From an optimization exercise on the open Yosys and OpenROAD flow, aimed at small area and a short achievable clock period; shortcuts taken in it are not production practice. No functional check of the RTL was part of any run shown here.

## flow/design.v (module list and top-level ports; edited modules follow where they fit)
// module CTE: 1035 lines
// module CTE_fa: 5 lines
// module CTE_ha: 5 lines
module CTE ( clk, reset, op_mode, in_en, yuv_in, rgb_in, busy, out_valid, rgb_out, yuv_out);
  // ...
==> flow/flow/run.sh <==
#!/bin/bash
# Standard layout (the standard.sh: standard synthesis and ORFS flow), with the
# port buffers made from buf_2 instead of the default delay buffer.
set -euo pipefail
bash standard.sh "BUFFER_PORTS_ARGS=-buffer_cell sky130_fd_sc_hd__buf_2" finish > standard_flow.log 2>&1
==> flow/standard.sh <==
#!/bin/bash
# synth_recipe.tcl (not shown) runs the flow's synth.tcl, then flattens the netlist and writes it again
# the make line also repeats each setting of config.mk as NAME=value (left out here)
make -C /OpenROAD-flow-scripts/flow DESIGN_CONFIG=/design/flow/config.mk WORK_HOME=/design/flow/orfs CLKGATE_MAP_FILE= SYNTH_SCRIPT=/design/flow/synth_recipe.tcl "${@:-finish}"
==> flow/config.mk <==
export PLATFORM = sky130hd
export DESIGN_NAME = CTE
export DESIGN_NICKNAME = CTE
export VERILOG_FILES = /design/flow/design.v
export SDC_FILE = /design/flow/constraint.sdc
export NUM_CORES = 4
export LEC_CHECK = 0
export CAP_MARGIN = 20
export CORE_MARGIN = 2
export CORE_UTILIZATION = 40
export SLEW_MARGIN = 20
export SYNTH_HIERARCHICAL = 1
==> flow/constraint.sdc <==
create_clock -name core_clock -period 25.0 [get_ports {clk}]
set_input_delay 5.0000 -clock core_clock [delete_from_list [all_inputs] [get_ports {clk}]]
set_output_delay 5.0000 -clock core_clock [all_outputs]
set_load 0.01 [all_outputs]
==> results.tsv, run 1 <==
stage	metric	value	unit
sta	Tmin final	9.31	ns
cts	hold_buf cts	0	
placement	HPWL after DPL	15800	µm
outcome	status	finished clean	
placement	port bufs	69	
sta	RSZ-0062 raised after global routing	no	
synth	Synth Warn #	7	
min_path	Hold EP	valid_r	
synth	sequential fraction of the synthesis area	15.8	%
worst_setup_path	Critical Path RT	20.00	ns
placement	Routability Congestion	0.866	
drt	vias per inst	5.29	
sta	worst-case clock skew	0.00880	ns
worst_setup_path	worst reg2reg setup slack	18.37	ns
cells_and_area	biggest registers after layout	d x24, np x16, cnt x2	
worst_setup_path	crit-path cells	fa_1 -> fa_1 -> fa_1 -> fa_1 -> ha_1 -> a21oi_1 -> o211ai_1 -> o2111ai_1 -> nand3_1 -> or2_2 -> xor2_1 -> buf_2	
die	core area	20200	µm²
cells_and_area	area of the multi-input gates	6470	µm²
drt	met2 routed WL	8570	µm
min_path	Worst Hold Depth	2	
cells_and_area	Max-area cell class	multi-input gates	
worst_setup_path	Startpoint Class	flop	
synth	share of the synthesized area in the top cell type	33.3	%
die	cell row count	52	
synth	Mapped Cells	833	
cells_and_area	register share of the cell area	14.8	%
global_routing	initial antenna violation count	1	
global_routing	Total GRT Usage	18.1	%
die	Die Y	148	µm
cells_and_area	share of cells above drive strength 1	10.5	%
global_routing	first-pass GRT wire length	31300	µm
cells_and_area	#MultiIn Comb	697	
drt	average wire per standard cell	16.5	µm
==> run 2: changes to the inputs <==
--- a/flow/design.v
+++ b/flow/design.v
@@ -328,97 +328,97 @@
 wire m0_306 = ~m0_304 & (m0_303 | m0_252);
 wire m0_307 = ~m0_304 & (m0_303 | m0_297);
 wire m0_308 = ~m0_304 & (m0_303 | m0_298);
 wire m0_309 = ~m0_304 & (m0_303 | m0_299);
 wire m0_310 = ~m0_304 & (m0_303 | m0_300);
 wire m0_311 = ~m0_304 & (m0_303 | m0_301);
 wire m0_312 = ~m0_304 & (m0_303 | m0_302);
 assign rgb = {m0_117, m0_116, m0_115, m0_114, m0_113, m0_112, m0_111, m0_110, m0_250, m0_249, m0_248, m0_247, m0_246, m0_245, m0_244, m0_243, m0_312, m0_311, m0_310, m0_309, m0_308, m0_307, m0_306, m0_305};
-wire [23:0] x = (cnt == 2'd0) ? rgb_in : d;
-wire [7:0] xr = x[23:16], xg = x[15:8], xb = x[7:0];
+wire [7:0] ir = rgb_in[23:16], ig = rgb_in[15:8], ib = rgb_in[7:0];
+wire [7:0] dr = d[23:16], dg = d[15:8], db = d[7:0];
 wire su = (cnt == 2'd0), sy = cnt[0], sv = (cnt == 2'd2);
 wire [15:0] na;
 wire [7:0] q;
 assign yuv_out = q;
-wire ea_0 = ((su|sv) & xr[0]);
-wire ea_1 = ((su|sv) & xr[1]) | (sy & xr[0]);
-wire ea_2 = ((su|sv) & xr[2]) | (sy & xr[1]);
-wire ea_3 = ((su|sv) & xr[3]) | (sy & xr[2]);
-wire ea_4 = ((su|sv) & xr[4]) | (sy & xr[3]);
-wire ea_5 = ((su|sv) & xr[5]) | (sy & xr[4]);
-wire ea_6 = ((su|sv) & xr[6]) | (sy & xr[5]);
-wire ea_7 = ((su|sv) & xr[7]) | (sy & xr[6]);
-wire ea_8 = (sy & xr[7]);
-wire ea_9 = (su & ~xr[0]) | (sy & xr[0]);
-wire ea_10 = (su & ~xr[1]) | (sy & xr[1]) | (sv & xr[0]);
-wire ea_11 = (su & ~xr[2]) | (sy & xr[2]) | (sv & xr[1]);
-wire ea_12 = (su & ~xr[3]) | (sy & xr[3]) | (sv & xr[2]);
-wire ea_13 = (su & ~xr[4]) | (sy & xr[4]) | (sv & xr[3]);
-wire ea_14 = (su & ~xr[5]) | (sy & xr[5]) | (sv & xr[4]);
-wire ea_15 = (su & ~xr[6]) | (sy & xr[6]) | (sv & xr[5]);
-wire ea_16 = (su & ~xr[7]) | (sy & xr[7]) | (sv & xr[6]);
-wire ea_17 = (sv & xr[7]);
-wire ea_18 = (sy & xg[0]) | ((su|sv) & ~xg[0]);
-wire ea_19 = (sy & xg[1]) | ((su|sv) & ~xg[1]);
-wire ea_20 = (sy & xg[2]) | ((su|sv) & ~xg[2]);
-wire ea_21 = (sy & xg[3]) | ((su|sv) & ~xg[3]);
-wire ea_22 = (sy & xg[4]) | ((su|sv) & ~xg[4]);
-wire ea_23 = (sy & xg[5]) | ((su|sv) & ~xg[5]);
-wire ea_24 = (sy & xg[6]) | ((su|sv) & ~xg[6]);
-wire ea_25 = (sy & xg[7]) | ((su|sv) & ~xg[7]);
-wire ea_26 = ((su|sy) & xg[0]);
-wire ea_27 = ((su|sy) & xg[1]);
-wire ea_28 = ((su|sy) & xg[2]);
-wire ea_29 = ((su|sy) & xg[3]);
-wire ea_30 = ((su|sy) & xg[4]);
-wire ea_31 = ((su|sy) & xg[5]);
-wire ea_32 = ((su|sy) & xg[6]);
-wire ea_33 = ((su|sy) & xg[7]);
-wire ea_34 = (su & xg[0]);
-wire ea_35 = (su & xg[1]);
-wire ea_36 = (su & xg[2]);
-wire ea_37 = (su & xg[3]) | (sy & xg[0]);
-wire ea_38 = (su & xg[4]) | (sy & xg[1]);
-wire ea_39 = (su & xg[5]) | (sy & xg[2]);
-wire ea_40 = (su & xg[6]) | (sy & xg[3]);
-wire ea_41 = (su & xg[7]) | (sy & xg[4]);
-wire ea_42 = (sy & xg[5]);
-wire ea_43 = (sy & xg[6]);
-wire ea_44 = (sy & xg[7]);
-wire ea_45 = ((su|sy) & xb[0]) | (sv & ~xb[0]);
-wire ea_46 = ((su|sy) & xb[1]) | (sv & ~xb[1]);
-wire ea_47 = ((su|sy) & xb[2]) | (sv & ~xb[2]);
-wire ea_48 = ((su|sy) & xb[3]) | (sv & ~xb[3]);
-wire ea_49 = ((su|sy) & xb[4]) | (sv & ~xb[4]);
-wire ea_50 = ((su|sy) & xb[5]) | (sv & ~xb[5]);
-wire ea_51 = ((su|sy) & xb[6]) | (sv & ~xb[6]);
-wire ea_52 = ((su|sy) & xb[7]) | (sv & ~xb[7]);
-wire ea_53 = ((su|sy) & xb[0]);
-wire ea_54 = ((su|sy) & xb[1]);
-wire ea_55 = ((su|sy) & xb[2]);
-wire ea_56 = ((su|sy) & xb[3]);
-wire ea_57 = ((su|sy) & xb[4]);
-wire ea_58 = ((su|sy) & xb[5]);
-wire ea_59 = ((su|sy) & xb[6]);
-wire ea_60 = ((su|sy) & xb[7]);
-wire ea_61 = (sy & xb[0]);
-wire ea_62 = (sy & xb[1]);
-wire ea_63 = (sy & xb[2]);
-wire ea_64 = (sy & xb[3]);
-wire ea_65 = (sy & xb[4]);
-wire ea_66 = (sy & xb[5]);
-wire ea_67 = (su & xb[0]) | (sy & xb[6]);
-wire ea_68 = (su & xb[1]) | (sy & xb[7]);
-wire ea_69 = (su & xb[2]);
-wire ea_70 = (su & xb[3]);
-wire ea_71 = (su & xb[4]);
-wire ea_72 = (su & xb[5]);
-wire ea_73 = (su & xb[6]);
-wire ea_74 = (su & xb[7]);
+wire ea_0 = (su & ir[0]) | (sv & dr[0]);
+wire ea_1 = (su & ir[1]) | (sv & dr[1]) | (sy & dr[0]);
+wire ea_2 = (su & ir[2]) | (sv & dr[2]) | (sy & dr[1]);
+wire ea_3 = (su & ir[3]) | (sv & dr[3]) | (sy & dr[2]);
+wire ea_4 = (su & ir[4]) | (sv & dr[4]) | (sy & dr[3]);
+wire ea_5 = (su & ir[5]) | (sv & dr[5]) | (sy & dr[4]);
+wire ea_6 = (su & ir[6]) | (sv & dr[6]) | (sy & dr[5]);
+wire ea_7 = (su & ir[7]) | (sv & dr[7]) | (sy & dr[6]);
+wire ea_8 = (sy & dr[7]);
+wire ea_9 = (su & ~ir[0]) | (sy & dr[0]);
+wire ea_10 = (su & ~ir[1]) | (sy & dr[1]) | (sv & dr[0]);
+wire ea_11 = (su & ~ir[2]) | (sy & dr[2]) | (sv & dr[1]);
+wire ea_12 = (su & ~ir[3]) | (sy & dr[3]) | (sv & dr[2]);
+wire ea_13 = (su & ~ir[4]) | (sy & dr[4]) | (sv & dr[3]);
+wire ea_14 = (su & ~ir[5]) | (sy & dr[5]) | (sv & dr[4]);
+wire ea_15 = (su & ~ir[6]) | (sy & dr[6]) | (sv & dr[5]);
+wire ea_16 = (su & ~ir[7]) | (sy & dr[7]) | (sv & dr[6]);
+wire ea_17 = (sv & dr[7]);
+wire ea_18 = (sy & dg[0]) | (su & ~ig[0]) | (sv & ~dg[0]);
+wire ea_19 = (sy & dg[1]) | (su & ~ig[1]) | (sv & ~dg[1]);
+wire ea_20 = (sy & dg[2]) | (su & ~ig[2]) | (sv & ~dg[2]);
+wire ea_21 = (sy & dg[3]) | (su & ~ig[3]) | (sv & ~dg[3]);
+wire ea_22 = (sy & dg[4]) | (su & ~ig[4]) | (sv & ~dg[4]);
+wire ea_23 = (sy & dg[5]) | (su & ~ig[5]) | (sv & ~dg[5]);
+wire ea_24 = (sy & dg[6]) | (su & ~ig[6]) | (sv & ~dg[6]);
+wire ea_25 = (sy & dg[7]) | (su & ~ig[7]) | (sv & ~dg[7]);
+wire ea_26 = (su & ig[0]) | (sy & dg[0]);
+wire ea_27 = (su & ig[1]) | (sy & dg[1]);
+wire ea_28 = (su & ig[2]) | (sy & dg[2]);
+wire ea_29 = (su & ig[3]) | (sy & dg[3]);
+wire ea_30 = (su & ig[4]) | (sy & dg[4]);
+wire ea_31 = (su & ig[5]) | (sy & dg[5]);
+wire ea_32 = (su & ig[6]) | (sy & dg[6]);
+wire ea_33 = (su & ig[7]) | (sy & dg[7]);
+wire ea_34 = (su & ig[0]);
+wire ea_35 = (su & ig[1]);
+wire ea_36 = (su & ig[2]);
+wire ea_37 = (su & ig[3]) | (sy & dg[0]);
+wire ea_38 = (su & ig[4]) | (sy & dg[1]);
+wire ea_39 = (su & ig[5]) | (sy & dg[2]);
+wire ea_40 = (su & ig[6]) | (sy & dg[3]);
+wire ea_41 = (su & ig[7]) | (sy & dg[4]);
+wire ea_42 = (sy & dg[5]);
+wire ea_43 = (sy & dg[6]);
+wire ea_44 = (sy & dg[7]);
+wire ea_45 = (su & ib[0]) | (sy & db[0]) | (sv & ~db[0]);
+wire ea_46 = (su & ib[1]) | (sy & db[1]) | (sv & ~db[1]);
+wire ea_47 = (su & ib[2]) | (sy & db[2]) | (sv & ~db[2]);
+wire ea_48 = (su & ib[3]) | (sy & db[3]) | (sv & ~db[3]);
+wire ea_49 = (su & ib[4]) | (sy & db[4]) | (sv & ~db[4]);
+wire ea_50 = (su & ib[5]) | (sy & db[5]) | (sv & ~db[5]);
+wire ea_51 = (su & ib[6]) | (sy & db[6]) | (sv & ~db[6]);
+wire ea_52 = (su & ib[7]) | (sy & db[7]) | (sv & ~db[7]);
+wire ea_53 = (su & ib[0]) | (sy & db[0]);
+wire ea_54 = (su & ib[1]) | (sy & db[1]);
+wire ea_55 = (su & ib[2]) | (sy & db[2]);
+wire ea_56 = (su & ib[3]) | (sy & db[3]);
+wire ea_57 = (su & ib[4]) | (sy & db[4]);
+wire ea_58 = (su & ib[5]) | (sy & db[5]);
+wire ea_59 = (su & ib[6]) | (sy & db[6]);
+wire ea_60 = (su & ib[7]) | (sy & db[7]);
+wire ea_61 = (sy & db[0]);
+wire ea_62 = (sy & db[1]);
+wire ea_63 = (sy & db[2]);
+wire ea_64 = (sy & db[3]);
+wire ea_65 = (sy & db[4]);
+wire ea_66 = (sy & db[5]);
+wire ea_67 = (su & ib[0]) | (sy & db[6]);
+wire ea_68 = (su & ib[1]) | (sy & db[7]);
+wire ea_69 = (su & ib[2]);
+wire ea_70 = (su & ib[3]);
+wire ea_71 = (su & ib[4]);
+wire ea_72 = (su & ib[5]);
+wire ea_73 = (su & ib[6]);
+wire ea_74 = (su & ib[7]);
 wire ea_75 = sv;
 wire ea_76 = su;
 wire ea_77 = sy;
 wire ea_78 = sy;
 wire ea_79 = su|sv;
 wire ea_80 = sv;
 wire ea_81 = su|sy;
 wire ea_82 = su;
==> results.tsv, run 2 <==
stage	metric	value	unit	change
worst_setup_path	Most common cell on crit path	fa_1		unchanged
cells_and_area	# diodes	0		unchanged
synth	Top FF cell, synth	edfxtp_1		unchanged
sta	TNS Setup	0	ns	unchanged
cells_and_area	max reg flops	24		unchanged
cts	CTS clk-pin slew, worst paths	0.07	ns	was 0.06 ns
cts	H-tree Lvls	2		unchanged
synth	ranking of synthesized cells by area	fa_1 (34%), edfxtp_1 (15%), ha_1 (14%)		was fa_1 (33%), edfxtp_1 (15%), ha_1 (13%)
global_routing	first-pass GRT wire length	30300	µm	was 31300 µm
die	initial cell density of the core	40.9	%	was 40.7%
synth	Mapped Area	7990	µm²	was 8240 µm²
worst_setup_path	Crit. Startpoint	np[7]		unchanged
cells_and_area	area of the multi-input gates	6230	µm²	was 6470 µm²
cells_and_area	most flop-heavy register	d		unchanged
placement	Routability Congestion	0.872		was 0.866
cells_and_area	Area growth, synth to finish	7.00	%	was 6.82%
cts	postcts setup bufs	0		unchanged
cts	CTS tree	done		unchanged
synth	Synth Area in Adders	50.0	%	was 47.8%
worst_setup_path	CP peak stage delay	0.56	ns	about the same
worst_setup_path	Setup CP Type	reg2out		unchanged
cts	Worst-Skew Late Latency	0.29	ns	was 0.30 ns
die	cell row count	51		was 52
sta	Worst slew margin	39.9	%	was 31.0%
cts	CTS Buffer Depth	2		unchanged
flow_run	max_cap viols	0		unchanged
worst_setup_path	Slowest-stage cell, CP	fa_1		unchanged
synth	most common cell in the netlist	fa_1		unchanged
cells_and_area	storage element area	1300	µm²	unchanged
cells_and_area	biggest registers after layout	d x24, np x16, cnt x2		unchanged
sta	Final Worst Setup Slack	15.63	ns	was 15.69 ns
sta	worst-case clock skew	0.00941	ns	was 0.00880 ns
synth	post-synth cell types	57		was 51
drt	DRT Pass-1 Iters	5		unchanged
die	Die Footprint	21100	µm²	was 21800 µm²
cells_and_area	# fillers	1897		was 1981
synth	main combinational cell family by area after synthesis	adder cells		unchanged
global_routing	vias in the first global route	5775		was 6012
die	io pins	70		unchanged
placement	DP Area	8380	µm²	was 8640 µm²
drt	Detailed Route Iter0 Violations	256		was 383
sta	Hold Vio Cnt, Final	0		unchanged
drt	wirelength, routed	18400	µm	was 18700 µm
cells_and_area	most frequent cells in the layout	fa_1 (137), nand2_1 (113), ha_1 (88)		was fa_1 (137), nand2_1 (97), ha_1 (88)
die	Die Y	145	µm	was 148 µm
min_path	type of the most critical hold path	reg2reg		unchanged
synth	mux cell area share after synthesis	0.141	%	was 0.622%
drt	average wire per standard cell	17.4	µm	was 16.5 µm
synth	number of synthesized flops with an enable pin	40		unchanged
worst_setup_path	Critical Path RT	20.00	ns	about the same
synth	Mapped Cells	759		was 833
outcome	status	finished clean		unchanged
cells_and_area	share of cells above drive strength 1	12.5	%	was 10.5%
worst_setup_path	cell family contributing the most delay on the critical path	adder cells		unchanged
min_path	Worst Hold Depth	2		unchanged
worst_setup_path	Startpoint Class	flop		unchanged
sta	RSZ-0062 raised after global routing	no		unchanged
drt	vias per inst	5.21		was 5.29
worst_setup_path	CP max FO	5		unchanged
worst_setup_path	Crit path buffers/inverters	1		unchanged
placement	HPWL after DPL	15800	µm	about the same
cells_and_area	design area	8540	µm²	was 8800 µm²
worst_setup_path	Worst R2R End	np[13]		was np[15]
drt	number of remaining DRC errors	0		unchanged
synth	Synth Warn #	7		unchanged
sta	Peak Freq	107	MHz	about the same
synth	simple-gate share of the synthesized area	11.8	%	was 12.8%
worst_setup_path	R2R cell count	16		was 18
synth	sequential fraction of the synthesis area	16.3	%	was 15.8%
global_routing	largest net degree at the start of global routing	40		was 47
synth	ys async rst share	9.09	%	unchanged
synth	Synth Area per Inst	10.5	µm²	was 9.90 µm²
die	Die Wd	145	µm	was 148 µm
global_routing	Total GRT Usage	17.9	%	was 18.1%
sta	Pins Over Slew Limit	0		unchanged
min_path	Hold EP	busy_r		was valid_r
sta	# setup viols final	0		unchanged
cts	Root Buffer	clkbuf_16		unchanged
global_routing	GRT overflow	0		unchanged
synth	Seq cells post-synth	44		unchanged
synth	share of the synthesized area in the top cell type	34.3	%	was 33.3%
min_path	HP Start	valid_r		unchanged
die	core area	19500	µm²	was 20200 µm²
sta	period utilization	37.5	%	was 37.2%
synth	Synth Area in Compound Gates	11.9	%	was 13.5%
drt	Vias	5511		was 5994
cts	hold_buf cts	0		unchanged
worst_setup_path	Worst Setup End Kind	output port		unchanged
worst_setup_path	worst reg2reg setup slack	18.82	ns	was 18.37 ns
cts	Inserted Clock Buffers	5		unchanged
global_routing	initial antenna violation count	0		was 1
synth	area leader, netlist	fa_1		unchanged
worst_setup_path	crit-path cells	fa_1 -> fa_1 -> fa_1 -> fa_1 -> ha_1 -> a211o_1 -> o2111ai_1 -> o21ai_0 -> a211oi_1 -> o21ai_0 -> xnor2_1 -> buf_2		was fa_1 -> fa_1 -> fa_1 -> fa_1 -> ha_1 -> a21oi_1 -> o211ai_1 -> o2111ai_1 -> nand3_1 -> or2_2 -> xor2_1 -> buf_2
cts	TritonCTS Sinks	44		unchanged
sta	Tmin final	9.37	ns	was 9.31 ns
synth	Synth top cells by count	fa_1 (137), nand2_1 (113), ha_1 (88)		was fa_1 (137), nand2_1 (97), ha_1 (88)
cells_and_area	fin cells	1058		was 1133
synth	area share of xor/xnor cells in the synthesized design	3.84	%	was 3.40%
sta	Worst-Margin Slew	0.900	ns	was 1.03 ns
cts	post-CTS sizing	0		unchanged
drt	Final ANT Viol Nets	0		unchanged
worst_setup_path	CP Data Arrival Time	4.37	ns	was 4.31 ns
cells_and_area	commonest non-fill, non-tap cell in the layout	fa_1		unchanged
placement	port bufs	69		unchanged
worst_setup_path	worst reg2reg path startpoint	cnt[0]		unchanged
placement	Cells after DPL	1050		was 1125
placement	Setup WS pre-CTS	15.74	ns	was 15.68 ns
cells_and_area	# nets final	1053		was 1123
sta	Final Hold Slack	0.612	ns	was 0.622 ns
[run 2: worst max path at each step]
stage                     cells past startpoint  slack, ns         end
after detailed placement                     15      15.74      np[13]
after CTS                                    12      15.61  yuv_out[5]
final                                        12      15.63  yuv_out[7]
after global placement                       15      15.80      np[13]
after global routing                         12      15.34  yuv_out[1]
after floorplan                              15      16.08      np[13]
[run 2: cell type report]
type	count	share of cell area [%]
clock buffer	6	1.51
clock inverter	2	0.410
inverter	43	1.89
multi-input combinational	627	72.9
sequential	44	15.2
tap	265	3.88
timing repair buffer	71	4.22
[run 2: logic make-up after synthesis]
group | after synthesis
adders and majority gates | 239
muxes | 1
DFF | 44
xor gates and xnor gates | 35
and+or+nand+nor | 205
AOI/OAI and AO/OA | 140
other | 1
buffers and inverters | 94
[run 2: layer usage]
layer | part of all wire (%) | track usage [%] | up-vias
met1 | 47 | 26.0 | 2697
li1 | - | - | 2653
met2 | 48 | 29.9 | 153
met5 | 0 | 0 | -
met3 | 4.2 | 1.79 | 8
met4 | 0.72 | 2.45 | 0
[run 2: Yosys stat by module, one instance, submodules excluded]
module	cells inside	times used	area (µm²)	flops+latches
CTE	599	1	5010	44
CTE_fa	1	130	20.0	0
CTE_ha	1	30	12.5	0
[run 2: per-stage QoR]
| stage | utilization (%) |
|---|---|
| after global routing | 43.8 |
| after floorplan | - |
| after global placement | 42.9 |
| after detailed placement | 42.9 |
| final | 43.8 |
| after CTS | 43.8 |
[run 2: tightest hold or removal path, delay by kind of cell (launching register included)]
| kind | cells | cell delay [ns] |
|---|---|---|
| flops | 1 | 0.40 |
| simple gates | 1 | 0.13 |
| compound gates | 1 | 0.05 |

[afterwards: timing with drivers on the ports]
The flow's constraints put no driver on any port. The routed layouts listed below were extracted and timed again, unchanged, in two steps.
Step 1 sets driving cells, clkbuf_16 on the clock port and buf_2 on the other inputs (assumed; they add their load-dependent delay and slew).
Step 2 also shifts input and output timing later by t, the mid clock arrival at the registers, as if the neighbouring blocks saw the same clock.
Slacks: no drivers / after step 1 / after step 2; pairs: no drivers / after step 1.
run | t, ns | setup WS [ns] | latest minus earliest clock arrival (ns) | worst register clock-pin slew, ns | cell pins on the clock port's net
run 1 | 0.333 | 15.689 / 15.651 / 15.665 | 0.008 / 0.009 | 0.07 / 0.07 | 1
run 2 | 0.330 | 15.634 / 15.592 / 15.721 | 0.010 / 0.009 | 0.07 / 0.07 | 1
After both steps setup and hold are still met in every run listed. For run 1, which loses most, drivers alone change the setup slack by -0.038 ns; drivers and shift together by -0.024 ns.
